What follows belongs to an exercise in optimizing a design on an open flow for small area and a short achievable clock period; a production flow would make more cautious choices.
In this exercise RTL edits were held to simulation tests only and were not proved equivalent to the original.
Power and IR drop assume default switching activity.

==> flow/design.v <==
module pipecpu(clk, rst, instr, readdata, PC, MemWrite, aluout, writedata);
   input         clk;
   input         rst;
   input  [31:0] instr;
   input  [31:0] readdata;
   output [31:0] PC;
   output        MemWrite;
   output [31:0] aluout;
   output [31:0] writedata;
   localparam OP_ADD = 0, OP_AND = 1, OP_OR = 2, OP_XOR = 3, OP_NOR = 4,
              OP_SLT = 5, OP_SLL = 6, OP_SRL = 7, OP_SRA = 8;
   reg  [31:0] dinst;
   reg  [31:1] sela, selb;       
   reg         fea, feb;
   reg         fla, flb;
   reg         fxa, fxb;
   reg  [31:0] pcn, bpcr;        
   reg  [31:0] ea, eb, es;       
   reg         ecin;             
   reg  [4:0]  esa;              
   reg  [8:0]  eop;
   reg  [4:0]  ern;
   reg         ewreg, em2reg, ewmem;
   reg  [31:0] malu, mb;
   reg  [4:0]  mrn;
   reg         mwreg, mm2reg, mwmem;
   assign MemWrite = mwmem;
   assign aluout = malu;
   assign writedata = mb;
   wire [5:0] op = dinst[31:26];
   wire [5:0] func = dinst[5:0];
   wire [4:0] rs = dinst[25:21];
   wire [4:0] rt = dinst[20:16];
   wire [4:0] rd = dinst[15:11];
   wire r_type = ~|op;
   wire i_add  = r_type & (func == 6'b100000);
   wire i_sub  = r_type & (func == 6'b100010);
   wire i_and  = r_type & (func == 6'b100100);
   wire i_or   = r_type & (func == 6'b100101);
   wire i_xor  = r_type & (func == 6'b100110);
   wire i_nor  = r_type & (func == 6'b100111);
   wire i_slt  = r_type & (func == 6'b101010);
   wire i_sll  = r_type & (func == 6'b000000);
   wire i_srl  = r_type & (func == 6'b000010);
   wire i_sra  = r_type & (func == 6'b000011);
   wire i_sllv = r_type & (func == 6'b000100);
   wire i_srlv = r_type & (func == 6'b000110);
   wire i_jr   = r_type & (func == 6'b001000);
   wire i_addi = (op == 6'b001000);
   wire i_andi = (op == 6'b001100);
   wire i_ori  = (op == 6'b001101);
   wire i_xori = (op == 6'b001110);
   wire i_lui  = (op == 6'b001111);
   wire i_lw   = (op == 6'b100011);
   wire i_sw   = (op == 6'b101011);
   wire i_beq  = (op == 6'b000100);
   wire i_bne  = (op == 6'b000101);
   wire i_j    = (op == 6'b000010);
   wire i_jal  = (op == 6'b000011);
   wire i_rs = i_add | i_sub | i_and | i_or | i_xor | i_jr | i_addi | i_andi | i_ori | i_xori |
               i_lw | i_sw | i_beq | i_bne | i_nor | i_slt | i_sllv | i_srlv;
   wire i_rt = i_add | i_sub | i_and | i_or | i_xor | i_sll | i_sllv | i_srl | i_srlv | i_sra |
               i_sw | i_beq | i_bne | i_nor | i_slt;
   wire wreg = i_add | i_sub | i_and | i_or | i_xor | i_sll | i_sllv | i_srlv | i_nor | i_slt |
               i_srl | i_sra | i_addi | i_andi | i_ori | i_xori | i_lw | i_lui | i_jal;
   wire regrt  = i_addi | i_andi | i_ori | i_xori | i_lw | i_lui;
   wire shift  = i_sll | i_srl | i_sra;
   wire aluimm = i_addi | i_lw | i_sw | i_beq | i_bne | i_lui | i_ori | i_andi | i_xori;
   wire sext   = i_addi | i_lw | i_sw | i_beq | i_bne;
   wire [4:0] rn = i_jal ? 5'd31 : regrt ? rt : rd;
   wire dwreg = wreg & (rn != 5'd0);    
   wire stall = ewreg & em2reg & (i_rs & (ern == rs) | i_rt & (ern == rt));
   reg  [31:0] rf [1:31];
   reg  [31:1] rfv;
   wire [31:0] wdi = mm2reg ? readdata : malu;
   wire [31:1] wsel;
   genvar gi;
   generate
      for (gi = 1; gi < 32; gi = gi + 1) begin : g_rf
         assign wsel[gi] = mwreg & (mrn == gi);
         always @(posedge clk)
            if (wsel[gi]) rf[gi] <= wdi;
      end
   endgenerate
   always @(posedge clk or posedge rst) begin
      if (rst) rfv <= 31'd0;
      else rfv <= rfv | wsel;
   end
   wire [31*32-1:0] rfq;
   generate
      for (gi = 1; gi < 32; gi = gi + 1) begin : g_rfq
         assign rfq[(gi-1)*32 +: 32] = rf[gi];
      end
   endgenerate
   wire [31:0] qa, qb;
   rf_read rda (.d(rfq), .sel(sela), .q(qa));
   rf_read rdb (.d(rfq), .sel(selb), .q(qb));
   wire [31:0] ealu;
   wire [31:0] ao = ({32{fla}} & readdata) | ({32{fxa}} & malu) | qa;    
   wire [31:0] bo = ({32{flb}} & readdata) | ({32{fxb}} & malu) | qb;    
   wire [31:0] a = ({32{fea}} & ealu) | ao;
   wire [31:0] b = ({32{feb}} & ealu) | bo;
   wire [31:0] ninst = stall ? dinst : instr;
   wire [4:0]  nrs = ninst[25:21];
   wire [4:0]  nrt = ninst[20:16];
   wire [31:1] nvalid = rfv | wsel;
   wire efwd = ~stall & dwreg & ~i_lw;
   wire nfea = efwd & (rn == nrs);
   wire nfeb = efwd & (rn == nrt);
   wire nfma = ewreg & (ern == nrs) & ~nfea;
   wire nfmb = ewreg & (ern == nrt) & ~nfeb;
   wire [31:1] nsela, nselb;
   generate
      for (gi = 1; gi < 32; gi = gi + 1) begin : g_sel
         assign nsela[gi] = (nrs == gi) & nvalid[gi] & ~nfea & ~nfma;
         assign nselb[gi] = (nrt == gi) & nvalid[gi] & ~nfeb & ~nfmb;
      end
   endgenerate
   always @(posedge clk or posedge rst) begin
      if (rst) begin
         sela <= 31'd0;
         selb <= 31'd0;
         fea <= 1'b0;
         feb <= 1'b0;
         fla <= 1'b0;
         flb <= 1'b0;
         fxa <= 1'b0;
         fxb <= 1'b0;
      end else begin
         sela <= nsela;
         selb <= nselb;
         fea <= nfea;
         feb <= nfeb;
         fla <= nfma & em2reg;
         flb <= nfmb & em2reg;
         fxa <= nfma & ~em2reg;
         fxb <= nfmb & ~em2reg;
      end
   end
   wire [31:0] ep = ea ^ eb;
   wire [31:0] eg = ea & eb;
   wire [31:0] sum;
   wire        slt;
   alu_add add (.a(ea), .b(eb), .cin(ecin), .sum(sum), .slt(slt));
   wire [31:0] ealu_ls;
   wire [31:0] ealu_lss = ealu_ls | {31'd0, eop[OP_SLT] & slt};
   wire ntaken;
   wire fe1 = fea ^ feb;
   br_eq beq_unit (.ao(ao), .bo(bo), .p(ep), .g(eg), .ecin(ecin), .els(ealu_lss),
                   .m_same(fea & feb), .m_n(~fea & ~feb), .m_add(fe1 & eop[OP_ADD]),
                   .m_ls(fe1 & ~eop[OP_ADD]),
                   .beq(i_beq & ~stall), .bne(i_bne & ~stall), .taken(ntaken));
   wire [31:0] imm = {{16{sext & dinst[15]}}, dinst[15:0]};
   wire [31:0] bpc = pcn + {{14{dinst[15]}}, dinst[15:0], 2'b00};
   wire [31:0] jpc = {pcn[31:28], dinst[25:0], 2'b00};
   wire [31:0] pci;       
   wire [31:0] pc4 = pci + 32'd4;
   wire [31:0] npc = stall ? pci : i_jr ? a : (i_j | i_jal) ? jpc : pc4;
   always @(posedge clk or posedge rst) begin
      if (rst) pcn <= 32'd0;
      else pcn <= npc;
   end
   generate
      for (gi = 0; gi < 4; gi = gi + 1) begin : g_pc
         pc_sel psel (.clk(clk), .rst(rst), .ntaken(ntaken), .bpc(bpcr[gi*8 +: 8]),
                      .pcn(pcn[gi*8 +: 8]), .pc(PC[gi*8 +: 8]));
         pc_sel isel (.clk(clk), .rst(rst), .ntaken(ntaken), .bpc(bpcr[gi*8 +: 8]),
                      .pcn(pcn[gi*8 +: 8]), .pc(pci[gi*8 +: 8]));
      end
   endgenerate
   always @(posedge clk) bpcr <= bpc;
   always @(posedge clk or posedge rst) begin
      if (rst) dinst <= 32'd0;
      else if (!stall) dinst <= instr;
   end
   wire dsub = i_sub | i_beq | i_bne | i_slt;
   wire [8:0] dop;
   assign dop[OP_ADD] = i_add | i_addi | i_lw | i_sw | i_jal | i_sub | i_beq | i_bne;
   assign dop[OP_AND] = i_and | i_andi;
   assign dop[OP_OR]  = ~(dop[OP_ADD] | i_and | i_andi | i_xor | i_xori | i_nor | i_slt |
                          i_sll | i_sllv | i_srl | i_srlv | i_sra);
   assign dop[OP_XOR] = i_xor | i_xori;
   assign dop[OP_NOR] = i_nor;
   assign dop[OP_SLT] = i_slt;
   assign dop[OP_SLL] = i_sll | i_sllv;
   assign dop[OP_SRL] = i_srl | i_srlv;
   assign dop[OP_SRA] = i_sra;
   wire [31:0] da = i_jal ? pcn : i_lui ? 32'd0 :
                    shift ? {a[31:5], dinst[10:6]} : a;
   wire [31:0] db0 = i_jal ? 32'd4 : i_lui ? {dinst[15:0], 16'd0} :
                     aluimm ? imm : (dop[OP_OR] & ~i_or) ? 32'd0 : b;
   wire [31:0] db = dsub ? ~db0 : db0;
   always @(posedge clk) begin
      ea <= da;
      eb <= db;
      es <= b;
      ecin <= dsub;
      esa <= (i_sll ? ~dinst[10:6] : 5'd0) | ((i_srl | i_sra) ? dinst[10:6] : 5'd0) |
             (i_sllv ? ~a[4:0] : 5'd0) | (i_srlv ? a[4:0] : 5'd0);
      ern <= rn;
   end
   always @(posedge clk or posedge rst) begin
      if (rst) begin
         eop <= 9'd0;
         ewreg <= 1'b0;
         em2reg <= 1'b0;
         ewmem <= 1'b0;
      end else begin
         eop <= dop;
         ewreg <= dwreg & ~stall;
         em2reg <= i_lw;
         ewmem <= i_sw & ~stall;
      end
   end
   alu_ls ls (.p(ep), .g(eg), .s(es), .sa(esa), .op(eop[8:1]), .y(ealu_ls));
   assign ealu = ({32{eop[OP_ADD]}} & sum) | ealu_lss;
   always @(posedge clk or posedge rst) begin
      if (rst) begin
         malu <= 32'd0;
         mwreg <= 1'b0;
         mm2reg <= 1'b0;
         mwmem <= 1'b0;
      end else begin
         malu <= ealu;
         mwreg <= ewreg;
         mm2reg <= em2reg;
         mwmem <= ewmem;
      end
   end
   always @(posedge clk) begin
      mb <= es;
      mrn <= ern;
   end
endmodule
module rf_read(d, sel, q);
   input  [31*32-1:0] d;
   input  [31:1]      sel;
   output reg [31:0]  q;
   integer k;
   always @(*) begin
      q = 32'd0;
      for (k = 1; k < 32; k = k + 1)
         q = q | (d[(k-1)*32 +: 32] & {32{sel[k]}});
   end
endmodule
module alu_add(a, b, cin, sum, slt);
   input  [31:0] a, b;
   input         cin;
   output [31:0] sum;
   output        slt;
   wire [32:0] sum1 = {a, 1'b1} + {b, cin};
   assign sum = sum1[32:1];
   assign slt = (a[31] ^ ~b[31]) ? a[31] : sum[31];
endmodule
module alu_ls(p, g, s, sa, op, y);
   input  [31:0] p, g, s;       
   input  [4:0]  sa;
   input  [7:0]  op;
   output [31:0] y;
   wire left = op[5];
   wire [31:0] r0 = left  ? {s[0],     s[31:1]}  : s;
   wire [31:0] r1 = sa[0] ? {r0[0],    r0[31:1]} : r0;
   wire [31:0] r2 = sa[1] ? {r1[1:0],  r1[31:2]} : r1;
   wire [31:0] r3 = sa[2] ? {r2[3:0],  r2[31:4]} : r2;
   wire [31:0] r4 = sa[3] ? {r3[7:0],  r3[31:8]} : r3;
   wire [31:0] r5 = sa[4] ? {r4[15:0], r4[31:16]} : r4;
   wire [31:0] t;
   genvar i;
   generate
      for (i = 0; i < 32; i = i + 1) begin : g_t
         if (i == 0) assign t[i] = 1'b0;
         else assign t[i] = (sa >= 32 - i);
      end
   endgenerate
   wire fill = op[7] & s[31];
   wire [31:0] m = left ? ~{1'b1, t[31:1]} : t;
   wire [31:0] sh = (r5 & ~m) | ({32{fill}} & m);
   assign y = ({32{op[0]}} & g) |
              ({32{op[1]}} & (p | g)) |
              ({32{op[2]}} & p) |
              ({32{op[3]}} & ~(p | g)) |
              ({32{op[5] | op[6] | op[7]}} & sh);
endmodule
module br_eq(ao, bo, p, g, ecin, els, m_same, m_n, m_add, m_ls, beq, bne, taken);
   input  [31:0] ao, bo, p, g, els;
   input         ecin, m_same, m_n, m_add, m_ls, beq, bne;
   output        taken;
   wire [31:0] x = ao | bo;
   wire [31:0] c0 = {g[30:0] | p[30:0], ecin};
   wire [31:0] c1 = {g[30:0], ecin};
   wire [31:0] xm1 = {x[30:0], 1'b0};
   wire [31:0] cin_i;
   genvar i;
   generate
      for (i = 0; i < 32; i = i + 1) begin : g_c
         assign cin_i[i] = xm1[i] ? c1[i] : c0[i];
      end
   endgenerate
   wire eq_add = &(~(x ^ p ^ cin_i));
   wire eq_ls = &(~(els ^ x));
   wire eq_n = &(~(ao ^ bo));
   wire eq = m_same | (m_n & eq_n) | (m_add & eq_add) | (m_ls & eq_ls);
   assign taken = beq & eq | bne & ~eq;
endmodule
module pc_sel(clk, rst, ntaken, bpc, pcn, pc);
   input        clk, rst, ntaken;
   input  [7:0] bpc, pcn;
   output [7:0] pc;
   reg taken;
   always @(posedge clk or posedge rst) begin
      if (rst) taken <= 1'b0;
      else taken <= ntaken;
   end
   assign pc = taken ? bpc : pcn;
endmodule
==> flow/flow/run.sh <==
#!/bin/bash
# The standard layout, with timing repair aiming well below the clock
# period (the SDC is unchanged), plain buffers on the ports, and without the
# slow two-stage OR / AND cells (the platform's don't-use cells stay
# don't-use).
set -euo pipefail
DONT_USE="sky130_fd_sc_hd__probe_p_8 sky130_fd_sc_hd__probec_p_8 sky130_fd_sc_hd__lpflow_bleeder_1 sky130_fd_sc_hd__lpflow_clkbufkapwr_1 sky130_fd_sc_hd__lpflow_clkbufkapwr_16 sky130_fd_sc_hd__lpflow_clkbufkapwr_2 sky130_fd_sc_hd__lpflow_clkbufkapwr_4 sky130_fd_sc_hd__lpflow_clkbufkapwr_8 sky130_fd_sc_hd__lpflow_clkinvkapwr_1 sky130_fd_sc_hd__lpflow_clkinvkapwr_16 sky130_fd_sc_hd__lpflow_clkinvkapwr_2 sky130_fd_sc_hd__lpflow_clkinvkapwr_4 sky130_fd_sc_hd__lpflow_clkinvkapwr_8 sky130_fd_sc_hd__lpflow_decapkapwr_12 sky130_fd_sc_hd__lpflow_decapkapwr_3 sky130_fd_sc_hd__lpflow_decapkapwr_4 sky130_fd_sc_hd__lpflow_decapkapwr_6 sky130_fd_sc_hd__lpflow_decapkapwr_8 sky130_fd_sc_hd__lpflow_inputiso0n_1 sky130_fd_sc_hd__lpflow_inputiso0p_1 sky130_fd_sc_hd__lpflow_inputiso1n_1 sky130_fd_sc_hd__lpflow_inputiso1p_1 sky130_fd_sc_hd__lpflow_inputisolatch_1 sky130_fd_sc_hd__lpflow_isobufsrc_1 sky130_fd_sc_hd__lpflow_isobufsrc_16 sky130_fd_sc_hd__lpflow_isobufsrc_2 sky130_fd_sc_hd__lpflow_isobufsrc_4 sky130_fd_sc_hd__lpflow_isobufsrc_8 sky130_fd_sc_hd__lpflow_isobufsrckapwr_16 sky130_fd_sc_hd__lpflow_lsbuf_lh_hl_isowell_tap_1 sky130_fd_sc_hd__lpflow_lsbuf_lh_hl_isowell_tap_2 sky130_fd_sc_hd__lpflow_lsbuf_lh_hl_isowell_tap_4 sky130_fd_sc_hd__lpflow_lsbuf_lh_isowell_4 sky130_fd_sc_hd__lpflow_lsbuf_lh_isowell_tap_1 sky130_fd_sc_hd__lpflow_lsbuf_lh_isowell_tap_2 sky130_fd_sc_hd__lpflow_lsbuf_lh_isowell_tap_4 sky130_fd_sc_hd__a2111o_1 sky130_fd_sc_hd__a2111o_2 sky130_fd_sc_hd__a2111o_4 sky130_fd_sc_hd__and4_1 sky130_fd_sc_hd__and4_2 sky130_fd_sc_hd__and4_4 sky130_fd_sc_hd__and4b_1 sky130_fd_sc_hd__and4b_2 sky130_fd_sc_hd__and4b_4 sky130_fd_sc_hd__and4bb_1 sky130_fd_sc_hd__and4bb_2 sky130_fd_sc_hd__and4bb_4 sky130_fd_sc_hd__o2111a_1 sky130_fd_sc_hd__o2111a_2 sky130_fd_sc_hd__o2111a_4 sky130_fd_sc_hd__or3_1 sky130_fd_sc_hd__or3_2 sky130_fd_sc_hd__or3_4 sky130_fd_sc_hd__or3b_1 sky130_fd_sc_hd__or3b_2 sky130_fd_sc_hd__or3b_4 sky130_fd_sc_hd__or4_1 sky130_fd_sc_hd__or4_2 sky130_fd_sc_hd__or4_4 sky130_fd_sc_hd__or4b_1 sky130_fd_sc_hd__or4b_2 sky130_fd_sc_hd__or4b_4 sky130_fd_sc_hd__or4bb_1 sky130_fd_sc_hd__or4bb_2 sky130_fd_sc_hd__or4bb_4 "
bash standard.sh SETUP_SLACK_MARGIN=8.5 "BUFFER_PORTS_ARGS=-buffer_cell sky130_fd_sc_hd__buf_4" "DONT_USE_CELLS=$DONT_USE" finish > standard_flow.log 2>&1
==> flow/standard.sh <==
#!/bin/bash
# synth_recipe.tcl (not shown) runs the flow's synth.tcl, then flattens the netlist and writes it again
# the make line also repeats each setting of config.mk as NAME=value (left out here)
make -C /OpenROAD-flow-scripts/flow DESIGN_CONFIG=/design/flow/config.mk WORK_HOME=/design/flow/orfs CLKGATE_MAP_FILE= SYNTH_SCRIPT=/design/flow/synth_recipe.tcl "${@:-finish}"
==> flow/config.mk <==
export PLATFORM = sky130hd
export DESIGN_NAME = pipecpu
export DESIGN_NICKNAME = pipecpu
export VERILOG_FILES = /design/flow/design.v
export SDC_FILE = /design/flow/constraint.sdc
export NUM_CORES = 8
export LEC_CHECK = 0
export CAP_MARGIN = 20
export CORE_MARGIN = 2
export CORE_UTILIZATION = 50
export CTS_CLUSTER_DIAMETER = 70
export CTS_CLUSTER_SIZE = 20
export PLACE_DENSITY = 0.75
export SLEW_MARGIN = 20
export SYNTH_HIERARCHICAL = 1
==> flow/constraint.sdc <==
create_clock -name core_clock -period 12.5 [get_ports {clk}]
set_input_delay 2.5000 -clock core_clock [delete_from_list [all_inputs] [get_ports {clk}]]
set_output_delay 2.5000 -clock core_clock [all_outputs]
set_load 0.01 [all_outputs]
==> impl_metrics.env, run 1 <==
export IMPL_grt_remaining_overflow=0
export IMPL_ioPinCount=163
export IMPL_clkLatencyLatePin_ns=0.77
export IMPL_drt_pass1_iter_count=9
export IMPL_synth_edf_count=992
export IMPL_ir_worst_vdd_v=0.000150
export IMPL_crit_fanout=32
export IMPL_htree_levels=3
export IMPL_async_flop_share_pct=15.7
export IMPL_tns_ns=0
export IMPL_period_share_pct=35.3
export IMPL_cts_tree="built"
export IMPL_min_period_ns=4.41
export IMPL_cts_made_buffers=93
export IMPL_max_stage_delay_ns=0.47
export IMPL_rows=135
export IMPL_power_frac_clock_pct=29.3
export IMPL_postSynthNetCount=5687
export IMPL_cts_sinks=1386
export IMPL_dieArea_um2=139000
export IMPL_synth_top_flop_cell="edfxtp_1"
export IMPL_viasPerCell=7.44
export IMPL_synth_seq_cells=1386
export IMPL_syn_avg_cell_area_um2=12.4
export IMPL_maxSlewHeadroom_pct=24.2
export IMPL_cpMaxStageDelayCell="a221o_1"
export IMPL_critPathKind="reg2reg"
export IMPL_r2r_slack_ns=8.09
export IMPL_finish_net_count=5763
export IMPL_fmax_ghz=0.227
export IMPL_core_um2=135000
export IMPL_synth_warnings=10
export IMPL_cp_num_buf_inv=2
export IMPL_netlist_instances=5491
export IMPL_slew_viol_final=0
export IMPL_start_util_pct=50.3
export IMPL_vias=55200
export IMPL_grt_pass1_wl_um=382000
export IMPL_area_delta_synth_final_pct=11.9
export IMPL_worst_pin_slew_ns=1.13
export IMPL_post_dp_hpwl_um=180000
export IMPL_dieWidth_um=373
export IMPL_cts_root_buffer="clkbuf_16"
export IMPL_numPortBuffers=162
export IMPL_hold_class="reg2reg"
export IMPL_power_frac_comb_pct=20.7
export IMPL_drc_errors=0
export IMPL_wl_per_cell_um=36.9
export IMPL_grt_pass1_vias=51200
export IMPL_multi_input_area_um2=28400
export IMPL_drtIter0Drc=10300
export IMPL_cts_max_path_buffers=3
export IMPL_n_fill_cell=10900
export IMPL_drv_cap=0
export IMPL_arrival_ns=5.05
export IMPL_pre_cts_ws_ns=7.26
export IMPL_worst_slack_ns=8.09
export IMPL_p_int_uw=7620
export IMPL_ant_nets=0
export IMPL_worstSetupStartpointType="flip-flop"
export IMPL_antenna_found_initial=22
export IMPL_powerDensity_nw_per_um2=144
export IMPL_register_area_um2=38800
export IMPL_switching_power_uw=3350
export IMPL_drive_gt1_share_pct=18.7
export IMPL_worstHoldStart="ewmem"
export IMPL_crit_family="simple AND/OR/NAND/NOR gates"
export IMPL_cp_startpoint="selb[21]"
export IMPL_switching_share_pct=30.6
export IMPL_cellLeakagePower_uw=0.0268
export IMPL_rr_startpoint="selb[21]"
export IMPL_cp_required_ns=13.14
export IMPL_routed_wirelength_um=274000
export IMPL_pwr_share_seq_pct=50.0
export IMPL_synth_most_common_cell="edfxtp_1"
export IMPL_netlist_area_leader_share_pct=43.8
export IMPL_hold_violations=0
export IMPL_clk_pin_slew_worst_paths_ns=0.09
export IMPL_outcome="no timing/DRC/antenna violations"
export IMPL_cp_end_kind="flip-flop"
export IMPL_syn_area_um2=68000
export IMPL_synth_top_area_cell="edfxtp_1"
export IMPL_yosys_top_cells_area="edfxtp_1, dfrtp_1, a22oi_1"
export IMPL_ys_types=114
export IMPL_grt_max_degree=79
export IMPL_crit_path_cell_trace="buf_4 > a22oi_1 > nand4_1 > nor2_2 > nand4_1 > a221o_1 > inv_2 > ha_4 > xnor2_2 > xnor2_2 > nor4_2 > nand2_1 > nor4_4 > a31oi_4 > mux2_4"
export IMPL_die_h_um=373
export IMPL_fin_worst_skew_ns=0.0740
export IMPL_rsz0062_at_grt="true"
export IMPL_gp_congestion=1.08
export IMPL_grt_total_usage_pct=37.9
export IMPL_ys_seq_area_share_pct=57.0
export IMPL_setup_violations=0
export IMPL_synthTopCellsByCount="edfxtp_1, a22oi_1, clkbuf_1, nor2_1, a21oi_1"
[power groups by stage]
stage | logic, uW | clock network (uW) | registers (uW)
2_1_floorplan | 1310 | 0 | 5460
3_3_place_gp | 2040 | 0 | 5570
3_5_place_dp | 2060 | 0 | 5580
4_1_cts | 2160 | 3210 | 5470
5_1_grt | 2370 | 3370 | 5500
6_report | 2270 | 3210 | 5490
[repair_timing]
item / in CTS / in global routing
pin swaps: 45 / 44
hold buffers: 0 / 0
setup endpoints to repair: 269 / 215
buffers inserted: 24 / 18
cloned: 2 / 2
gates resized for setup: 178 / 129
[flip-flops by register name, indices dropped and copies added, names as in the netlist, 4 cells and up]
signal and cells:
dinst 32, eop 9, eb 32, sela 31
es 32, rf 992, esa 5, bpcr 32
selb 31, g_pc.psel.taken 4, pcn 32, malu 32
g_pc.isel.taken 4, mb 32, ea 32, mrn 5
ern 5, rfv 31
[worst paths after layout]
kind,cells past startpoint,to
worst max register to register,15,g_pc[1].psel.taken
worst max-delay path,15,g_pc[1].psel.taken
max in group asynchronous,4,sela[15]
worst min register to register,0,mwmem
worst min-delay path,0,mwmem
min in group asynchronous,2,g_pc[0].psel.taken
[metal layers]
metal | track usage (%) | share of wire [%]
met5 | 0 | 0.065
met4 | 21.8 | 7.3
met3 | 9.25 | 13
met2 | 58.3 | 44
met1 | 49.2 | 35
[Yosys stat by module (local to each module, per instance)]
module   cells inside  area, um^2
br_eq             283        2020
rf_read           733        5360
alu_ls            526        4360
pipecpu          2859       47800
pc_sel             11         160
alu_add           269        1840
[cell families (layout without fill, tap and decap cells)]
logic type | after synthesis | after routing | share of synthesized area [%]
compound gates | 1887 | 1887 | 21.1
xor+xnor | 177 | 177 | 2.29
fa+ha+maj | 130 | 130 | 2.42
buf+inv | 537 | 670 | 3.38
flops | 1386 | 1386 | 57.0
mux | 212 | 212 | 4.88
other cells | 0 | 18 | 0
simple gates | 1162 | 1163 | 8.96
[layout by cell type, fill, tap and decap left out, types with 82 or more instances in the layout]
cell       instances
dfxtp_1          174
a22o_1           126
ha_1             104
nand4_1          239
a21oi_1          198
xnor2_1           82
nand3_1           89
a22oi_1          678
edfxtp_1         992
o21ai_0          179
xor2_1            82
clkbuf_16         96
dfrtp_1          189
nor2_1           207
inv_1            148
and3_1            87
nand2_1          200
buf_4            265
[cell type report]
| class | instances | share of cell area (%) |
|---|---|---|
| Antenna cell | 18 | 0.0592 |
| Multi-Input combinational cell | 3569 | 37.3 |
| Sequential cell | 1386 | 51.0 |
| Clock inverter | 39 | 0.720 |
| Inverter | 175 | 0.876 |
| Clock buffer | 114 | 3.21 |
| Timing Repair Buffer | 342 | 3.93 |
| Tap cell | 1781 | 2.93 |
[metrics by stage]
step                      instance area (um^2)  std cells  utilization (%)  total power (uW)  hold WS, ns
after CTS                                75400       7386             55.7             10800        0.369
after global placement                   71400       7207             52.8              7610        0.345
after global routing                     76100       7413             56.2             11200        0.373
final                                    76100       7424             56.3             11000        0.366
after detailed placement                 71400       7207             52.8              7640        0.343
after floorplan                          68300       5491                -              6770        0.326
==> inputs of run 2 (changes only) <==
--- a/flow/design.v
+++ b/flow/design.v
@@ -12,3 +12,2 @@
    reg  [31:0] dinst;
-   reg  [31:1] sela, selb;       
    reg         fea, feb;
@@ -88,6 +87,7 @@
    end
-   wire [31*32-1:0] rfq;
+   wire [31*16-1:0] rfh [0:1];    
    generate
       for (gi = 1; gi < 32; gi = gi + 1) begin : g_rfq
-         assign rfq[(gi-1)*32 +: 32] = rf[gi];
+         assign rfh[0][(gi-1)*16 +: 16] = rf[gi][15:0];
+         assign rfh[1][(gi-1)*16 +: 16] = rf[gi][31:16];
       end
@@ -95,4 +95,9 @@
    wire [31:0] qa, qb;
-   rf_read rda (.d(rfq), .sel(sela), .q(qa));
-   rf_read rdb (.d(rfq), .sel(selb), .q(qb));
+   wire [31:1] nsela, nselb;    
+   generate
+      for (gi = 0; gi < 2; gi = gi + 1) begin : g_rd
+         rf_read rda (.clk(clk), .rst(rst), .nsel(nsela), .d(rfh[gi]), .q(qa[gi*16 +: 16]));
+         rf_read rdb (.clk(clk), .rst(rst), .nsel(nselb), .d(rfh[gi]), .q(qb[gi*16 +: 16]));
+      end
+   endgenerate
    wire [31:0] ealu;
@@ -111,3 +116,2 @@
    wire nfmb = ewreg & (ern == nrt) & ~nfeb;
-   wire [31:1] nsela, nselb;
    generate
@@ -120,4 +124,2 @@
       if (rst) begin
-         sela <= 31'd0;
-         selb <= 31'd0;
          fea <= 1'b0;
@@ -129,4 +131,2 @@
       end else begin
-         sela <= nsela;
-         selb <= nselb;
          fea <= nfea;
@@ -234,11 +234,17 @@
 endmodule
-module rf_read(d, sel, q);
-   input  [31*32-1:0] d;
-   input  [31:1]      sel;
-   output reg [31:0]  q;
+module rf_read(clk, rst, nsel, d, q);
+   input              clk, rst;
+   input  [31:1]      nsel;
+   input  [31*16-1:0] d;
+   output reg [15:0]  q;
+   reg [31:1] sel;
+   always @(posedge clk or posedge rst) begin
+      if (rst) sel <= 31'd0;
+      else sel <= nsel;
+   end
    integer k;
    always @(*) begin
-      q = 32'd0;
+      q = 16'd0;
       for (k = 1; k < 32; k = k + 1)
-         q = q | (d[(k-1)*32 +: 32] & {32{sel[k]}});
+         q = q | (d[(k-1)*16 +: 16] & {16{sel[k]}});
    end
--- a/flow/config.mk
+++ b/flow/config.mk
@@ -9,3 +9,3 @@
 export CORE_MARGIN = 2
-export CORE_UTILIZATION = 50
+export CORE_UTILIZATION = 65
 export CTS_CLUSTER_DIAMETER = 70
==> run 2 against run 1 <==
Against the previous run: synthesized area is 2.8% higher; register-to-register slack worse by 0.04 ns; clock skew is 0.0033 ns higher; hold slack got worse by 0.0047 ns; non-clock buffer count decreased by 43; clock-buffer cell count is 32 higher; final cell count decreased by 4.3%; first-iteration DRC count up 11%; synthesized cell count grew 2.7%; fmax down 0.81%; die area fell by 21%; setup slack lost 0.036 ns.
==> impl_metrics.env, run 2 <==
export IMPL_placed_area_um2=71900
export IMPL_critPathKind="reg2reg"
export IMPL_htree_levels=3
export IMPL_post_synth_xor_area_fraction_pct=2.53
export IMPL_synth_compound_area_share_pct=19.8
export IMPL_vias=55900
export IMPL_hold_violations=0
export IMPL_area_delta_synth_final_pct=9.78
export IMPL_synth_warnings=11
export IMPL_ant_nets=0
export IMPL_core_um2=107000
export IMPL_antenna_found_initial=20
export IMPL_switching_power_uw=3150
export IMPL_wl_per_cell_um=37.5
export IMPL_timing_rr_end="g_pc[2].psel.taken"
export IMPL_gp_congestion=1.06
export IMPL_tns_ns=0
export IMPL_finish_net_count=5812
export IMPL_crit_fanout=16
export IMPL_syn_avg_cell_area_um2=12.4
export IMPL_worst_pin_slew_ns=1.20
export IMPL_fin_worst_skew_ns=0.0773
export IMPL_synth_adder_area_share_pct=2.36
export IMPL_setup_violations=0
export IMPL_maxSlewHeadroom_pct=19.6
export IMPL_power_frac_clock_pct=29.7
export IMPL_min_period_ns=4.45
export IMPL_yosys_top_cells_area="edfxtp_1, dfrtp_1, a22oi_1"
export IMPL_power_frac_comb_pct=18.7
export IMPL_holdPathStages=0
export IMPL_cts_made_buffers=93
export IMPL_grt_pass1_vias=52300
export IMPL_post_dp_hpwl_um=177000
export IMPL_cellLeakagePower_uw=0.0272
export IMPL_grt_max_degree=76
export IMPL_rr_worst_depth=14
export IMPL_grt_pass1_wl_um=373000
export IMPL_fmax_ghz=0.225
export IMPL_clk_pin_slew_worst_paths_ns=0.08
export IMPL_cts_root_buffer="clkbuf_16"
export IMPL_ys_types=106
export IMPL_grt_remaining_overflow=0
export IMPL_viasPerCell=7.87
export IMPL_cts_sinks=1448
export IMPL_rsz0062_at_grt="true"
export IMPL_clkLatencyLatePin_ns=0.76
export IMPL_largest_reg_flops=992
export IMPL_pwr_share_seq_pct=51.6
export IMPL_hold_path_endpoint="mwmem"
export IMPL_cp_required_ns=13.11
export IMPL_layout_commonest_cell="edfxtp_1"
export IMPL_synth_most_common_cell="edfxtp_1"
export IMPL_r2r_slack_ns=8.05
export IMPL_ir_worst_vdd_v=0.000136
export IMPL_largestRegisters="rf x992, g_rd.rda.sel x62, g_rd.rdb.sel x62"
export IMPL_ioPinCount=163
export IMPL_cp_end_kind="flip-flop"
export IMPL_drc_errors=0
export IMPL_dieArea_um2=110000
export IMPL_postSynthNetCount=5836
export IMPL_period_share_pct=35.6
export IMPL_rows=120
export IMPL_drtIter0Drc=11400
export IMPL_netlist_instances=5640
export IMPL_top_register="rf"
export IMPL_worstHoldStart="ewmem"
export IMPL_synth_seq_cells=1448
export IMPL_holdBufCountCts=0
export IMPL_cts_tree="built"
export IMPL_final_area_um2=76800
export IMPL_synth_top_family_by_area="compound AO/OA/AOI/OAI gates"
export IMPL_netlist_area_leader_share_pct=42.6
export IMPL_dieWidth_um=332
export IMPL_arrival_ns=5.05
export IMPL_start_util_pct=65.4
export IMPL_ys_seq_area_share_pct=57.6
export IMPL_synthTopCellsByCount="edfxtp_1, a22oi_1, nand2_1, dfrtp_1, nor2_1"
export IMPL_powerDensity_nw_per_um2=142
export IMPL_numPortBuffers=162
export IMPL_worstSetupStartpointType="flip-flop"
export IMPL_syn_area_um2=70000
export IMPL_synth_edf_count=992
export IMPL_synth_top_flop_cell="edfxtp_1"
export IMPL_drt_pass1_iter_count=10
export IMPL_outcome="no timing/DRC/antenna violations"
export IMPL_drv_cap=0
export IMPL_grt_total_usage_pct=47.1
export IMPL_async_flop_share_pct=19.3
export IMPL_cts_max_path_buffers=3
export IMPL_die_h_um=332
export IMPL_slew_viol_final=0
export IMPL_drive_gt1_share_pct=18.9
export IMPL_hold_class="reg2reg"
export IMPL_power_uw=10900
export IMPL_p_int_uw=7730
export IMPL_routed_wirelength_um=267000
export IMPL_synth_simple_gate_area_share_pct=9.08
export IMPL_final_cell_mix="edfxtp_1, a22oi_1, nand2_1, buf_4, nand4_1"
export IMPL_switching_share_pct=29.0
export IMPL_synth_top_area_cell="edfxtp_1"
export IMPL_synthMuxAreaShare_pct=4.86
export IMPL_rr_startpoint="g_rd[1].rda.sel[12]"
## run 2: worst max-delay path by stage
stage / from / to / slack, ns / depth (start not counted)
2_1_floorplan: readdata[25] / g_pc[0].isel.taken / 8.11 / 10
3_3_place_gp: rst / eop[4] / 7.32 / 4
3_5_place_dp: rst / eop[3] / 7.29 / 4
4_1_cts: g_pc[0].psel.taken / PC[2] / 8.23 / 3
5_1_grt: esa[0] / g_pc[2].psel.taken / 8.13 / 13
6_report: g_rd[1].rda.sel[12] / g_pc[2].psel.taken / 8.05 / 14
## run 2: stage by stage
step / hold slack [ns] / cells / setup slack [ns] / util (%)
floorplan: 0.326 / 5640 / 8.11 / -
global placement: 0.339 / 6864 / 7.32 / 67.3
detailed placement: 0.345 / 6864 / 7.29 / 67.3
CTS: 0.364 / 7063 / 8.23 / 71.1
global route: 0.365 / 7101 / 8.13 / 71.8
finish: 0.361 / 7106 / 8.05 / 71.8
## run 2: cell type report
type | count | area [um^2]
diodes | 6 | 15.0
multi-input cells | 3628 | 28400
inverters | 145 | 553
well taps | 1403 | 1760
fillers | 7183 | 30100
flip-flops and latches | 1448 | 40500
repair buffers | 299 | 2560
clock buffers | 146 | 2640
repair inverters | 1 | 7.51
clock inverters | 30 | 363
## run 2: power by group through the flow
stage | Sequential (uW) | Clock (uW) | Combinational (uW)
after CTS | 5600 | 3210 | 1930
after global placement | 5700 | 0 | 1800
after global routing | 5620 | 3390 | 2130
after detailed placement | 5710 | 0 | 1830
final | 5610 | 3230 | 2030
after floorplan | 5600 | 0 | 1210
## run 2: cell families (layout without fill, tap and decap cells)
family / count (synthesis) / after routing
AO/OA/AOI/OAI: 1836 / 1837
flip-flops: 1448 / 1448
AND/OR/NAND/NOR: 1242 / 1242
buffers and inverters: 565 / 621
multiplexers: 218 / 218
XOR/XNOR: 201 / 201
adder cells (fa/ha/maj): 130 / 130
other: 0 / 6
## run 2: worst max-delay path, stage by stage (launching register included)
cell	delay, ns
dfrtp_2	0.63
a22oi_1	0.30
nand4_1	0.23
nor2_1	0.42
nand4_1	0.41
a221o_1	0.41
inv_1	0.07
ha_2	0.21
a21oi_2	0.08
xnor2_1	0.16
nor4_2	0.30
nand2_1	0.15
nor4_4	0.34
a31oi_4	0.19
mux2_4	0.38
## run 2: repair_timing
item / 4_1_cts / 5_1_grt
gates cloned: 3 / 0
pin swaps: 47 / 36
gates resized for setup: 261 / 117
setup buffers: 20 / 37
endpoints found under the setup margin: 319 / 199
## run 2: modules after synthesis, one instance, submodules excluded
| module | times used | flops+latches | cells | area (um^2) |
|---|---|---|---|---|
| alu_add | 1 | 0 | 268 | 1850 |
| pc_sel | 8 | 1 | 11 | 160 |
| br_eq | 1 | 0 | 283 | 2020 |
| pipecpu | 1 | 1316 | 2831 | 46300 |
| alu_ls | 1 | 0 | 526 | 4360 |
| rf_read | 4 | 31 | 411 | 3520 |
## run 2: per-layer routing
metal / global-route usage (%) / vias up / part of all wire, %
met5: 0.217 / - / 0.045
li1: - / 22400 / -
met1: 60.6 / 27000 / 33
met3: 13.3 / 1147 / 15
met4: 30.9 / 18 / 8.6
met2: 70.4 / 5322 / 44
==> inputs of run 3 (changes only) <==
--- a/flow/config.mk
+++ b/flow/config.mk
@@ -9,3 +9,3 @@
 export CORE_MARGIN = 2
-export CORE_UTILIZATION = 65
+export CORE_UTILIZATION = 50
 export CTS_CLUSTER_DIAMETER = 70
==> run 3 against run 2 <==
Against the previous run: total power rose by 1.3%; die area rose by 30%; clock-buffer cell count fell by 8; critical path depth fell by 2; fmax rose by 3.6%; first-iteration DRC count fell by 7.2%; clock power rose by 3%.
==> impl_metrics.env, run 3 <==
export IMPL_drv_cap=0
export IMPL_synth_adder_area_share_pct=2.36
export IMPL_rsz0062_at_grt="true"
export IMPL_syn_area_um2=70000
export IMPL_htree_levels=3
export IMPL_max_stage_delay_ns=0.61
export IMPL_worst_pin_slew_ns=1.29
export IMPL_maxSlewHeadroom_pct=13.3
export IMPL_grt_max_degree=133
export IMPL_finish_net_count=5814
export IMPL_grt_remaining_overflow=0
export IMPL_synth_compound_area_share_pct=19.8
export IMPL_p_int_uw=7820
export IMPL_wl_per_cell_um=35.9
export IMPL_drt_pass1_iter_count=9
export IMPL_crit_path_cell_trace="a22oi_1 > nand4_1 > nor2_1 > nand4_1 > a221o_1 > inv_1 > ha_1 > o21ai_0 > a32oi_4 > nor4_4 > a31oi_4 > mux2_4"
export IMPL_grt_pass1_wl_um=379000
export IMPL_powerDensity_nw_per_um2=142
export IMPL_synth_simple_gate_area_share_pct=9.08
export IMPL_synth_edf_count=992
export IMPL_setup_violations=0
export IMPL_clkLatencyLatePin_ns=0.77
export IMPL_rr_worst_depth=12
export IMPL_hold_violations=0
export IMPL_switching_power_uw=3190
export IMPL_async_flop_share_pct=19.3
export IMPL_area_delta_synth_final_pct=11.1
export IMPL_largest_reg_flops=992
export IMPL_synth_top_family_by_area="compound AO/OA/AOI/OAI gates"
export IMPL_switching_share_pct=29.0
export IMPL_cts_made_buffers=96
export IMPL_start_util_pct=50.3
export IMPL_final_cell_mix="edfxtp_1, a22oi_1, nand2_1, buf_4, nand4_1"
export IMPL_drtIter0Drc=10600
export IMPL_routed_wirelength_um=272000
export IMPL_critPathKind="reg2reg"
export IMPL_fmax_ghz=0.233
export IMPL_synth_top_area_cell="edfxtp_1"
export IMPL_pwr_share_seq_pct=51.1
export IMPL_synth_top_flop_cell="edfxtp_1"
export IMPL_fin_worst_skew_ns=0.0520
export IMPL_synthMuxAreaShare_pct=4.86
export IMPL_postSynthNetCount=5836
export IMPL_dieWidth_um=378
export IMPL_ys_types=106
export IMPL_grt_pass1_vias=52600
export IMPL_power_frac_clock_pct=30.3
export IMPL_grt_total_usage_pct=37.0
export IMPL_rr_startpoint="g_rd[0].rda.sel[22]"
export IMPL_ioPinCount=163
export IMPL_timing_rr_end="g_pc[0].psel.taken"
export IMPL_rows=137
export IMPL_dp_cells=7354
export IMPL_top_register="rf"
export IMPL_dieArea_um2=143000
export IMPL_drive_gt1_share_pct=19.2
export IMPL_gp_congestion=1.03
export IMPL_holdBufCountCts=0
export IMPL_cts_tree="built"
export IMPL_numPortBuffers=162
export IMPL_arrival_ns=4.89
export IMPL_holdPathStages=0
export IMPL_final_cells=7577
export IMPL_clk_pin_slew_worst_paths_ns=0.08
export IMPL_cts_root_buffer="clkbuf_16"
export IMPL_layout_commonest_cell="edfxtp_1"
export IMPL_synth_seq_cells=1448
export IMPL_slew_viol_final=0
export IMPL_netlist_area_leader_share_pct=42.6
export IMPL_period_share_pct=34.3
export IMPL_cp_common_cell="nand4_1"
export IMPL_hold_class="reg2reg"
export IMPL_fin_hold_ws_ns=0.354
export IMPL_cp_required_ns=13.09
export IMPL_r2r_slack_ns=8.21
export IMPL_min_period_ns=4.29
export IMPL_die_h_um=378
export IMPL_drc_errors=0
export IMPL_outcome="no timing/DRC/antenna violations"
export IMPL_ant_nets=0
export IMPL_post_synth_xor_area_fraction_pct=2.53
export IMPL_antenna_found_initial=15
export IMPL_vias=55800
export IMPL_synth_warnings=11
export IMPL_cellLeakagePower_uw=0.0273
export IMPL_tns_ns=0
export IMPL_netlist_instances=5640
export IMPL_worstHoldStart="ewmem"
export IMPL_post_dp_hpwl_um=180000
export IMPL_core_um2=139000
export IMPL_yosys_top_cells_area="edfxtp_1, dfrtp_1, a22oi_1"
export IMPL_cp_end_kind="flip-flop"
export IMPL_hold_path_endpoint="mwmem"
export IMPL_power_frac_comb_pct=18.6
export IMPL_syn_avg_cell_area_um2=12.4
export IMPL_synthTopCellsByCount="edfxtp_1, a22oi_1, nand2_1, dfrtp_1, nor2_1"
export IMPL_utilization_pct=55.8
export IMPL_ys_seq_area_share_pct=57.6
export IMPL_largestRegisters="rf x992, g_rd.rda.sel x62, g_rd.rdb.sel x62"
export IMPL_viasPerCell=7.37
export IMPL_worstSetupStartpointType="flip-flop"
export IMPL_cts_sinks=1448
export IMPL_ir_worst_vdd_v=0.000124
export IMPL_cpMaxStageDelayCell="dfrtp_2"
export IMPL_synth_most_common_cell="edfxtp_1"
export IMPL_crit_fanout=16
export IMPL_cts_max_path_buffers=3
run 3: cell counts after synthesis:
Identical to the previous run, type by type.
run 3: modules after synthesis, one instance, submodules excluded:
| module | cell area (um^2) | flops+latches | cells |
|---|---|---|---|
| pipecpu | 46300 | 1316 | 2831 |
| rf_read | 3520 | 31 | 411 |
| alu_add | 1850 | 0 | 268 |
| br_eq | 2020 | 0 | 283 |
| alu_ls | 4360 | 0 | 526 |
| pc_sel | 160 | 1 | 11 |
run 3: area by class of cell:
class                      instances  area (um^2)
sequential                      1448        40500
fill                           11200        61500
multi-input combinational       3628        28600
timing repair buffer             299         2650
inverter                         145          552
antenna                            5         12.5
clock inverter                    38          440
clock buffer                     138         2680
tap                             1876         2350
run 3: metrics by stage:
step	setup WS, ns	instance area (um^2)	total power, uW
CTS	8.20	77000	10900
global placement	7.31	72700	7530
detailed placement	7.30	72700	7560
global route	8.20	77700	11300
finish	8.21	77700	11000
floorplan	8.11	70100	6810
run 3: worst max-delay path by stage:
stage	start	end	slack, ns	cells after the start
final	g_rd[0].rda.sel[22]	g_pc[0].psel.taken	8.21	12
after floorplan	readdata[25]	g_pc[0].isel.taken	8.11	10
after detailed placement	readdata[28]	g_pc[1].psel.taken	7.30	11
after global placement	readdata[28]	g_pc[1].isel.taken	7.31	11
after global routing	g_pc[0].psel.taken	PC[1]	8.20	3
after CTS	g_pc[0].psel.taken	PC[3]	8.20	3
run 3: per-layer routing:
layer	wire, um	share of wire [%]	GRT usage (%)	vias to the layer above
met2	119000	44	55.6	4995
met1	91200	34	45.6	27300
met5	93	0.034	0	-
met3	38600	14	11.6	1128
li1	-	-	-	22400
met4	22900	8.4	25.7	14
run 3: power by group through the flow:
stage | clock, uW | combinational [uW] | sequential, uW
finish | 3340 | 2050 | 5630
global route | 3510 | 2160 | 5640
CTS | 3340 | 1950 | 5620
detailed placement | 0 | 1840 | 5720
global placement | 0 | 1820 | 5720
floorplan | 0 | 1210 | 5600
run 3: repair_timing:
action / in CTS / in global routing
gates cloned: 5 / 0
buffers inserted: 21 / 16
gates resized for setup: 241 / 137
endpoints found under the setup margin: 242 / 194
pin swaps: 30 / 33
run 3: kinds of logic (layout without fill, tap and decap cells):
| kind of cell | count (synthesis) | count (layout) |
|---|---|---|
| AOI/OAI and AO/OA | 1836 | 1837 |
| DFF | 1448 | 1448 |
| and+or+nand+nor | 1242 | 1242 |
| buffers and inverters | 565 | 620 |
| muxes | 218 | 218 |
| xor gates and xnor gates | 201 | 201 |
| adders and majority gates | 130 | 130 |
| other | 0 | 5 |
run 3: worst max-delay path: cells and delay by family (launching register included):
family          cells  cell delay [ns]
compound gates      5             1.49
fa+ha+maj           1             0.30
buf+inv             1             0.06
flops               1             0.61
mux                 1             0.37
simple gates        4             1.28
==> inputs of run 4 (changes only) <==
--- a/flow/config.mk
+++ b/flow/config.mk
@@ -10,4 +10,4 @@
 export CORE_UTILIZATION = 50
-export CTS_CLUSTER_DIAMETER = 70
-export CTS_CLUSTER_SIZE = 20
+export CTS_CLUSTER_DIAMETER = 85
+export CTS_CLUSTER_SIZE = 25
 export PLACE_DENSITY = 0.75
==> run 4 against run 3 <==
Against the previous run: still clean on timing, DRC and antenna; synthesized area did not move; hold slack improved by 0.0020 ns; clock power shrank 14%; sequential power is essentially flat; sequential share of layout area rose by 0.67 points; critical endpoint is now PC[5]; largest cell class unchanged; largest power group unchanged; highest routed layer unchanged.
==> impl_metrics.env, run 4 <==
export IMPL_synth_top_family_by_area="compound AO/OA/AOI/OAI gates"
export IMPL_dieWidth_um=378
export IMPL_switching_power_uw=3090
export IMPL_power_frac_comb_pct=19.3
export IMPL_crit_fanout=5
export IMPL_fmax_ghz=0.232
export IMPL_cp_num_buf_inv=2
export IMPL_routed_wirelength_um=271000
export IMPL_core_um2=139000
export IMPL_vias=55600
export IMPL_cpMaxStageDelayCell="dfrtp_2"
export IMPL_utilization_pct=55.1
export IMPL_drc_errors=0
export IMPL_clkLatencyLatePin_ns=0.75
export IMPL_min_period_ns=4.30
export IMPL_ant_nets=0
export IMPL_gp_congestion=1.03
export IMPL_synth_seq_cells=1448
export IMPL_drtIter0Drc=10200
export IMPL_critPathKind="reg2out"
export IMPL_ioPinCount=163
export IMPL_pwr_share_seq_pct=53.5
export IMPL_cts_max_path_buffers=3
export IMPL_holdBufCountCts=0
export IMPL_syn_avg_cell_area_um2=12.4
export IMPL_viasPerCell=7.38
export IMPL_antenna_found_initial=15
export IMPL_p_int_uw=7440
export IMPL_netlist_instances=5640
export IMPL_maxSlewHeadroom_pct=14.8
export IMPL_synth_warnings=11
export IMPL_outcome="no timing/DRC/antenna violations"
export IMPL_setup_violations=0
export IMPL_arrival_ns=1.80
export IMPL_max_stage_delay_ns=0.45
export IMPL_post_dp_hpwl_um=180000
export IMPL_rsz0062_at_grt="true"
export IMPL_largest_reg_flops=992
export IMPL_synthMuxAreaShare_pct=4.86
export IMPL_grt_pass1_vias=52200
export IMPL_rr_startpoint="g_rd[1].rda.sel[20]"
export IMPL_clk_pin_slew_worst_paths_ns=0.10
export IMPL_syn_area_um2=70000
export IMPL_numPortBuffers=162
export IMPL_grt_max_degree=133
export IMPL_worstHoldStart="ewmem"
export IMPL_hold_violations=0
export IMPL_post_synth_xor_area_fraction_pct=2.53
export IMPL_synth_most_common_cell="edfxtp_1"
export IMPL_async_flop_share_pct=19.3
export IMPL_hold_class="reg2reg"
export IMPL_postSynthNetCount=5836
export IMPL_switching_share_pct=29.3
export IMPL_synth_compound_area_share_pct=19.8
export IMPL_start_util_pct=50.3
export IMPL_htree_levels=3
export IMPL_cts_sinks=1448
export IMPL_cellLeakagePower_uw=0.0269
export IMPL_grt_remaining_overflow=0
export IMPL_cts_tree="built"
export IMPL_worst_pin_slew_ns=1.27
export IMPL_cp_startpoint="g_pc[0].psel.taken"
export IMPL_power_uw=10500
export IMPL_netlist_area_leader_share_pct=42.6
export IMPL_drt_pass1_iter_count=9
export IMPL_layout_commonest_cell="edfxtp_1"
export IMPL_cts_made_buffers=74
export IMPL_finish_net_count=5787
export IMPL_worstSetupStartpointType="flip-flop"
export IMPL_slew_viol_final=0
export IMPL_dieArea_um2=143000
export IMPL_fin_worst_skew_ns=0.0552
export IMPL_synth_simple_gate_area_share_pct=9.08
export IMPL_synth_top_flop_cell="edfxtp_1"
export IMPL_cts_root_buffer="clkbuf_16"
export IMPL_die_h_um=378
export IMPL_ys_seq_area_share_pct=57.6
export IMPL_ys_types=106
export IMPL_crit_family="flip-flops"
export IMPL_powerDensity_nw_per_um2=137
export IMPL_grt_pass1_wl_um=377000
export IMPL_yosys_top_cells_area="edfxtp_1, dfrtp_1, a22oi_1"
export IMPL_wl_per_cell_um=35.9
export IMPL_drive_gt1_share_pct=18.1
export IMPL_drv_cap=0
export IMPL_grt_total_usage_pct=36.9
export IMPL_synth_edf_count=992
export IMPL_synth_adder_area_share_pct=2.36
export IMPL_power_frac_clock_pct=27.3
export IMPL_tns_ns=0
export IMPL_cp_end_kind="output pin"
export IMPL_largestRegisters="rf x992, g_rd.rda.sel x62, g_rd.rdb.sel x62"
export IMPL_cp_required_ns=10.00
export IMPL_rows=137
export IMPL_crit_path_cell_trace="buf_12 > mux2_4 > buf_6"
export IMPL_synthTopCellsByCount="edfxtp_1, a22oi_1, nand2_1, dfrtp_1, nor2_1"
export IMPL_ir_worst_vdd_v=0.000125
export IMPL_period_share_pct=34.4
export IMPL_area_delta_synth_final_pct=9.67
export IMPL_final_cell_mix="edfxtp_1, a22oi_1, nand2_1, buf_4, nand4_1"
export IMPL_synth_top_area_cell="edfxtp_1"
export IMPL_top_register="rf"
-- run 4: Yosys stat by module (local to each module, per instance) --
module   area (um^2)  cells inside  copies in the design  flops+latches
alu_add         1850           268                     1              0
alu_ls          4360           526                     1              0
br_eq           2020           283                     1              0
pc_sel           160            11                     8              1
pipecpu        46300          2831                     1           1316
rf_read         3520           411                     4             31
-- run 4: kinds of logic (layout without fill, tap and decap cells) --
logic type | after synthesis | in the layout
xor gates and xnor gates | 201 | 201
and+or+nand+nor | 1242 | 1242
AOI/OAI and AO/OA | 1836 | 1837
buffers and inverters | 565 | 572
DFF | 1448 | 1448
other | 0 | 9
muxes | 218 | 218
adders and majority gates | 130 | 130
-- run 4: routing by layer --
metal | global-route usage [%] | routed length, um | up-vias
met5 | 0 | 67 | -
met3 | 11.6 | 38100 | 1061
li1 | - | - | 22400
met2 | 55.4 | 118000 | 4955
met1 | 45.3 | 91100 | 27200
met4 | 25.5 | 22900 | 10
-- run 4: layout make-up --
cell class | count | area (um^2)
clock buffers | 107 | 2030
multi-input cells | 3628 | 28400
flip-flops and latches | 1448 | 40500
diodes | 9 | 22.5
well taps | 1876 | 2350
inverters | 145 | 554
fillers | 11300 | 62500
repair buffers | 294 | 2610
clock inverters | 26 | 339
-- run 4: metrics by stage --
stage	cells	instance area [um^2]	hold slack (ns)	setup WS, ns
after floorplan	5640	70100	0.326	8.11
after global placement	7354	72700	0.335	7.31
after detailed placement	7354	72700	0.336	7.30
after CTS	7508	76100	0.357	8.18
after global routing	7524	76700	0.375	8.16
final	7533	76700	0.356	8.20
-- run 4: timing repair --
action | in CTS | in global routing
pin swaps | 29 | 30
cloned | 4 | 1
setup endpoints to repair | 246 | 198
resized for setup | 228 | 114
buffers inserted | 17 | 15
-- run 4: final timing paths --
path / depth (start not counted) / slack, ns / endpoint
max in group asynchronous: 3 / 9.22 / feb
setup reg to reg: 15 / 8.20 / g_pc[2].psel.taken
setup / recovery: 3 / 8.20 / PC[5]
hold reg to reg: 0 / 0.36 / mwmem
min in group asynchronous: 2 / 1.72 / g_pc[0].psel.taken
hold / removal: 0 / 0.36 / mwmem
-- run 4: power by group through the flow --
stage,Sequential (uW),Combinational [uW],Clock [uW]
detailed placement,5720,1840,0
global placement,5720,1820,0
finish,5630,2030,2870
floorplan,5600,1210,0
CTS,5620,1950,2870
global route,5640,2140,3030
==> inputs of run 5 (changes only) <==
--- a/flow/config.mk
+++ b/flow/config.mk
@@ -12,3 +12,3 @@
 export CTS_CLUSTER_SIZE = 25
-export PLACE_DENSITY = 0.75
+export PLACE_DENSITY = 0.8
 export SLEW_MARGIN = 20
==> run 5 against run 4 <==
Against the previous run: still clean; clock power grew 2%; register-to-register slack gained 0.02 ns; sequential cell count is the same; final area grew 0.23%; combinational power grew 2%; die area is the same; clock-buffer cell count grew 2; fmax shrank 0.78%; critical path depth shrank 1; synthesized cell count is the same; global-route usage shrank 0.23 points; clock skew shrank 0.010 ns; highest routed layer unchanged.
==> impl_metrics.env, run 5 <==
export IMPL_power_uw=10600
export IMPL_async_flop_share_pct=19.3
export IMPL_grt_total_usage_pct=36.6
export IMPL_vias=55700
export IMPL_cp_end_kind="output pin"
export IMPL_viasPerCell=7.39
export IMPL_largestRegisters="rf x992, g_rd.rda.sel x62, g_rd.rdb.sel x62"
export IMPL_drive_gt1_share_pct=18.1
export IMPL_hold_violations=0
export IMPL_synth_warnings=11
export IMPL_maxSlewHeadroom_pct=23.8
export IMPL_rsz0062_at_grt="true"
export IMPL_tns_ns=0
export IMPL_fin_worst_skew_ns=0.0447
export IMPL_synth_top_flop_cell="edfxtp_1"
export IMPL_min_period_ns=4.34
export IMPL_outcome="no timing/DRC/antenna violations"
export IMPL_cp_required_ns=10.00
export IMPL_grt_busiest_layer="met2"
export IMPL_synth_seq_cells=1448
export IMPL_hold_class="reg2reg"
export IMPL_period_share_pct=34.7
export IMPL_final_cell_mix="edfxtp_1, a22oi_1, nand2_1, buf_4, nand4_1"
export IMPL_netlist_instances=5640
export IMPL_met3_usage_pct=11.1
export IMPL_gp_congestion=1.04
export IMPL_post_dp_hpwl_um=180000
export IMPL_rows=137
export IMPL_start_util_pct=50.3
export IMPL_cts_tree="built"
export IMPL_synthMuxAreaShare_pct=4.86
export IMPL_fmax_ghz=0.231
export IMPL_cts_sinks=1448
export IMPL_synth_most_common_cell="edfxtp_1"
export IMPL_core_um2=139000
export IMPL_grt_pass1_vias=52100
export IMPL_synthTopCellsByCount="edfxtp_1, a22oi_1, nand2_1, dfrtp_1, nor2_1"
export IMPL_slew_viol_final=0
export IMPL_clk_pin_slew_worst_paths_ns=0.11
export IMPL_drc_errors=0
export IMPL_synth_top_family_by_area="compound AO/OA/AOI/OAI gates"
export IMPL_cts_made_buffers=76
export IMPL_htree_levels=3
export IMPL_clkLatencyLatePin_ns=0.76
export IMPL_numPortBuffers=162
export IMPL_dp_cells=7353
export IMPL_worstSetupStartpointType="flip-flop"
export IMPL_top_register="rf"
export IMPL_dieWidth_um=378
export IMPL_grt_pass1_wl_um=376000
export IMPL_grt_remaining_overflow=0
export IMPL_pre_cts_ws_ns=7.24
export IMPL_drv_cap=0
export IMPL_dieArea_um2=143000
export IMPL_area_delta_synth_final_pct=9.92
export IMPL_drtIter0Drc=10600
export IMPL_grt_max_degree=65
export IMPL_critPathKind="reg2out"
export IMPL_finish_net_count=5793
export IMPL_setup_violations=0
export IMPL_worst_slack_ns=8.16
export IMPL_grt_use_met1_pct=45.4
export IMPL_ys_types=106
export IMPL_drt_pass1_iter_count=11
export IMPL_synth_edf_count=992
export IMPL_syn_avg_cell_area_um2=12.4
export IMPL_cts_root_buffer="clkbuf_16"
export IMPL_netlist_area_leader_share_pct=42.6
export IMPL_synth_top_area_cell="edfxtp_1"
export IMPL_post_synth_xor_area_fraction_pct=2.53
export IMPL_final_cells=7538
export IMPL_worst_pin_slew_ns=1.14
export IMPL_ant_nets=0
export IMPL_yosys_top_cells_area="edfxtp_1, dfrtp_1, a22oi_1"
export IMPL_powerDensity_nw_per_um2=138
export IMPL_met2_usage_pct=55.3
export IMPL_cts_max_path_buffers=3
export IMPL_crit_fanout=8
export IMPL_syn_area_um2=70000
export IMPL_synth_adder_area_share_pct=2.36
export IMPL_wl_per_cell_um=35.8
export IMPL_routed_wirelength_um=270000
export IMPL_layout_commonest_cell="edfxtp_1"
export IMPL_largest_reg_flops=992
export IMPL_cellLeakagePower_uw=0.0270
export IMPL_ys_seq_area_share_pct=57.6
export IMPL_synth_compound_area_share_pct=19.8
export IMPL_arrival_ns=1.84
export IMPL_ioPinCount=163
export IMPL_antenna_found_initial=13
export IMPL_synth_simple_gate_area_share_pct=9.08
export IMPL_postSynthNetCount=5836
export IMPL_ir_worst_vdd_v=0.000112
export IMPL_die_h_um=378
[run 5: where the power goes]
| group | internal, uW | leakage, uW | switching (uW) |
|---|---|---|---|
| Sequential | 5380 | 0.0142 | 238 |
| Clock | 1240 | 0.00118 | 1690 |
| Combinational | 856 | 0.0116 | 1220 |
[run 5: area by class of cell]
cell class | count | area [um^2]
clock buffer | 109 | 2050
sequential | 1448 | 40500
fill | 11200 | 62300
tap | 1876 | 2350
multi-input combinational | 3629 | 28400
antenna | 6 | 15.0
clock inverter | 28 | 409
inverter | 145 | 552
timing repair buffer | 297 | 2640
[run 5: path summary, 6_finish.rpt]
path | start | endpoint | slack (ns) | cells past startpoint
setup / recovery | g_pc[3].psel.taken | PC[28] | 8.16 | 2
setup reg to reg | g_rd[0].rda.sel[3] | g_pc[1].psel.taken | 8.22 | 13
max in group asynchronous | rst | feb | 9.09 | 3
hold / removal | ewmem | mwmem | 0.36 | 0
hold reg to reg | ewmem | mwmem | 0.36 | 0
min in group asynchronous | rst | g_pc[3].isel.taken | 1.70 | 2
[run 5: worst max-delay path, stage by stage (launching register included)]
cell and delay, ns:
dfrtp_4 0.59, mux2_4 0.35, buf_6 0.12
[run 5: metal layers]
layer  routed length (um)  vias to the layer above  share of wire [%]
li1                     -                    22400                  -
met1                89300                    27100                 33
met2               119000                     5094                 44
met3                39100                     1099                 14
met4                22800                       12                8.4
met5                   80                        -              0.030
[run 5: timing repair]
action | in CTS | in global routing
hold endpoints to repair | 0 | 0
pin swaps | 25 | 41
gates cloned | 4 | 4
setup endpoints to repair | 239 | 193
buffers inserted | 11 | 23
gates resized for setup | 191 | 159
hold buffers | 0 | 0
[run 5: cells by family after synthesis]
| kind of cell | Yosys count |
|---|---|
| AO/OA/AOI/OAI | 1836 |
| multiplexers | 218 |
| XOR/XNOR | 201 |
| flip-flops | 1448 |
| AND/OR/NAND/NOR | 1242 |
| buffers and inverters | 565 |
| adder cells (fa/ha/maj) | 130 |
[run 5: metrics by stage]
step / hold slack, ns / cell area, um^2 / util [%]
global route: 0.367 / 76900 / 55.2
CTS: 0.361 / 76000 / 54.6
global placement: 0.341 / 72700 / 52.2
finish: 0.360 / 76900 / 55.2
floorplan: 0.326 / 70100 / -
detailed placement: 0.338 / 72700 / 52.2
[run 5: Yosys stat by module (local to each module, per instance)]
module | area, um^2 | times used | cells | flip-flops and latches
pipecpu | 46300 | 1 | 2831 | 1316
alu_ls | 4360 | 1 | 526 | 0
rf_read | 3520 | 4 | 411 | 31
br_eq | 2020 | 1 | 283 | 0
alu_add | 1850 | 1 | 268 | 0
pc_sel | 160 | 8 | 11 | 1

-- separate check: timing with driven ports --
No port has a modelled driver above. Below, the same layouts with a new extraction and two added sets of constraints.
Step 1 assumes that a clkbuf_16 drives the clock port and a buf_2 every other input.
Step 2 times the ports against the registers' clock, not the clock port: input delays grow and output delays shrink by t, the midpoint of the rising clock arrivals with the driver on.
a / b / c = ideal ports / drivers / drivers and shift; a / b = the first two.
run	t, ns	slack for setup (ns)	latest minus earliest clock arrival (ns)	worst register clock-pin slew, ns	pins driven straight from the clock port
run 1	0.813	8.090 / 8.090 / 7.322	0.074 / 0.074	0.09 / 0.09	1
run 2	0.804	8.054 / 8.054 / 7.409	0.086 / 0.085	0.11 / 0.11	1
run 3	0.814	8.209 / 8.150 / 7.520	0.054 / 0.054	0.09 / 0.09	1
run 4	0.794	8.198 / 8.124 / 7.563	0.055 / 0.056	0.11 / 0.11	1
run 5	0.826	8.164 / 8.081 / 7.543	0.049 / 0.049	0.11 / 0.11	1
After both steps every run listed still meets setup and hold. For run 1, which loses most, drivers alone change the setup slack by 0.000 ns; drivers and shift together by -0.768 ns.
